This is an optimization exercise on Yosys and OpenROAD, whose aim is small area and a short achievable clock period, not a production implementation.
Function was checked by simulation only, so behaviour that the tests miss may differ from the original.

06-22:
## LegLiteSystem
module LegLiteSystem(
     output logic [15:0] iaddr,       
     output logic [15:0] alu_out,     
     output logic [6:0]  io_display,  
     input  logic        clock,
     input  logic        reset,       
     input  logic [15:0] idata,       
     input  logic        io_sw0,
     input  logic        io_sw1
     );
wire [3:0]  op   = idata[15:12];
wire [2:0]  rm   = idata[11:9];
wire [2:0]  rn   = idata[5:3];
wire [2:0]  rd   = idata[2:0];
wire [15:0] simm = {{10{idata[11]}}, idata[11:6]};
wire is_add  = (op == 4'd0);
wire is_ld   = (op == 4'd5);
wire is_st   = (op == 4'd6);
wire is_cbz  = (op == 4'd7);
wire is_addi = (op == 4'd8);
wire is_andi = (op == 4'd9);
logic [15:0] rf [0:6];
logic [6:0] sa, sb, ss;
Dec3 u_deca(.a(rn), .en(1'b1), .y(sa));
DecB u_decb(.a(rm), .op(op), .y(sb));
Dec3 u_decs(.a(rd), .en(1'b1), .y(ss));
logic [15:0] xa, xb, xs;
wire use_imm = op[3] | (op[1] ^ op[0]);
wire [15:0] opc = simm & {16{use_imm}};
for (genvar j = 0; j < 16; j++) begin : g_rdp
     logic [6:0] col;
     for (genvar k = 0; k < 7; k++) begin : g_c
          assign col[k] = rf[k][j];
     end
     Rd7 u_ra(.sel(sa), .d(col), .y(xa[j]));
     Rd7B u_rb(.sel(sb), .d(col), .c(opc[j]), .y(xb[j]));
     Rd7 u_rs(.sel(ss), .d(col), .y(xs[j]));
end
wire [15:0] sum;
Alu16 u_alu(.a(xa), .b(xb), .andi(op[3] & op[0]), .s(sum));
assign alu_out = sum;
logic [15:0] mem [0:127];
wire [8:0] alo;
Add8 u_aadd(.a(xa[7:0]), .b(simm[7:0]), .s(alo));
wire [7:0] ahi = xa[15:8];
wire hi0  = (ahi == 8'h00);
wire hi1  = (ahi == 8'h01);
wire hiff = (ahi == 8'hff);
wire in_mem = simm[15] ? (alo[8] ? hi0 : hi1) : (alo[8] ? hiff : hi0);
wire [6:0] widx = alo[7:1];
wire is_sw  = (sum == 16'hfff0);    
wire is_dsp = (sum == 16'hfffa);
logic [127:0] wsel;
always_comb
  ...
For scale: roughly 4100 cells after synthesis, ~59 I/O pins.
export LEC_CHECK = 0
export CAP_MARGIN = 20
export CORE_MARGIN = 2
export CORE_UTILIZATION = 55
export CTS_BUF_LIST = sky130_fd_sc_hd__clkbuf_8
export CTS_CLUSTER_DIAMETER = 50
export CTS_CLUSTER_SIZE = 14
export PLACE_DENSITY = 0.68
export SETUP_SLACK_MARGIN = 3.7
export SLEW_MARGIN = 20
export SYNTH_HIERARCHICAL = 1
export TNS_END_PERCENT = 5
create_clock -name core_clock -period 10.0 [get_ports {clock}]
run.sh (not shown) runs the stock make flow with config.mk's settings and CLKGATE_MAP_FILE= SYNTH_SCRIPT=/design/flow/synth_recipe.tcl, a recipe that flattens the netlist after the stock synthesis.
06-22 has completed all stages; timing, DRC and antenna checks passed.
> inputs changed (06-22 -> 06-10)
-- flow/config.mk --
<<< 06-22, line 10
export CORE_UTILIZATION = 55
export CTS_BUF_LIST = sky130_fd_sc_hd__clkbuf_8
export CTS_CLUSTER_DIAMETER = 50
export CTS_CLUSTER_SIZE = 14
export PLACE_DENSITY = 0.68
>>> 06-10, line 10
export CORE_UTILIZATION = 45
export CTS_BUF_LIST = sky130_fd_sc_hd__clkbuf_16
export CTS_CLUSTER_SIZE = 20
export PLACE_DENSITY = 0.6
--- outcome ---
- The lower worst slew margin relative to its limit of 06-22 and 06-10 is in 06-10.
- Sequential portion of the cell area on 06-10 is down relative to 06-22.
- Taking 06-10 as 1.0, 06-22 lands at 0.886 on met1 wire length.
- The floorplan die height of 06-10 is higher than that of 06-22.
- No stage failed in 06-10, and the final checks on the layout all came back clean.

========
LegLiteSystem, a different RTL version from the one above (not shown whole).
For scale: about 4200 cells after synthesis, ~59 I/O pins, ~81000 um2 of cells after synthesis.
clock: 10.0 ns
lec_check: 0
cap_margin: 10
core_margin: 2
core_utilization: 60
cts_buf_list: sky130_fd_sc_hd__clkbuf_8
cts_cluster_diameter: 50
cts_cluster_size: 14
place_density: 0.76
setup_slack_margin: 4.0
slew_margin: 10
synth_hierarchical: 1
tns_end_percent: 5
Change:
Settings changed: CORE_UTILIZATION 60 to 55, PLACE_DENSITY 0.76 to 0.72.
The changed run went through all stages and came out clean.
Die area goes up by a little under a tenth.
Core utilization goes down by 6.0 points.
Cell area came out lower slightly.
Hold slack gains 0.0062 ns.
Setup slack degrades by 0.064 ns.

[port drivers added, routing unchanged]
In the flow no input, the clock included, has a driving cell. The finished layouts below were timed again as built, in two steps. Step 1 sets driving cells, clkbuf_16 on the clock port and buf_2 on the other inputs (assumed; they add their load-dependent delay and slew). Step 2, shift: input delay + t, output delay - t, t = (earliest + latest rising clock arrival at the registers) / 2. This alone moves slack from input paths to output paths. Three values: ideal, step 1, step 2; two values: the first two.
| run | t (ns) | setup slack, ns | hold WS [ns] | pins driven straight from the clock port |
|---|---|---|---|---|
| 06-22 | 1.018 | 3.151 / 3.072 / 2.054 | 0.524 / 0.524 / 0.524 | 1 |
| 06-10 | 0.920 | 3.099 / 3.075 / 2.155 | 0.518 / 0.518 / 0.518 | 1 |
| the first run of note 2 | 1.038 | 3.558 / 3.494 / 2.753 | 0.546 / 0.546 / 0.546 | 1 |
| the second run of note 2 | 1.037 | 3.494 / 3.462 / 2.609 | 0.552 / 0.552 / 0.552 | 1 |
After both steps every run listed still meets setup and hold. The setup slack of 06-22, which loses most, moves by -0.079 ns with the drivers and by -1.097 ns with both steps.
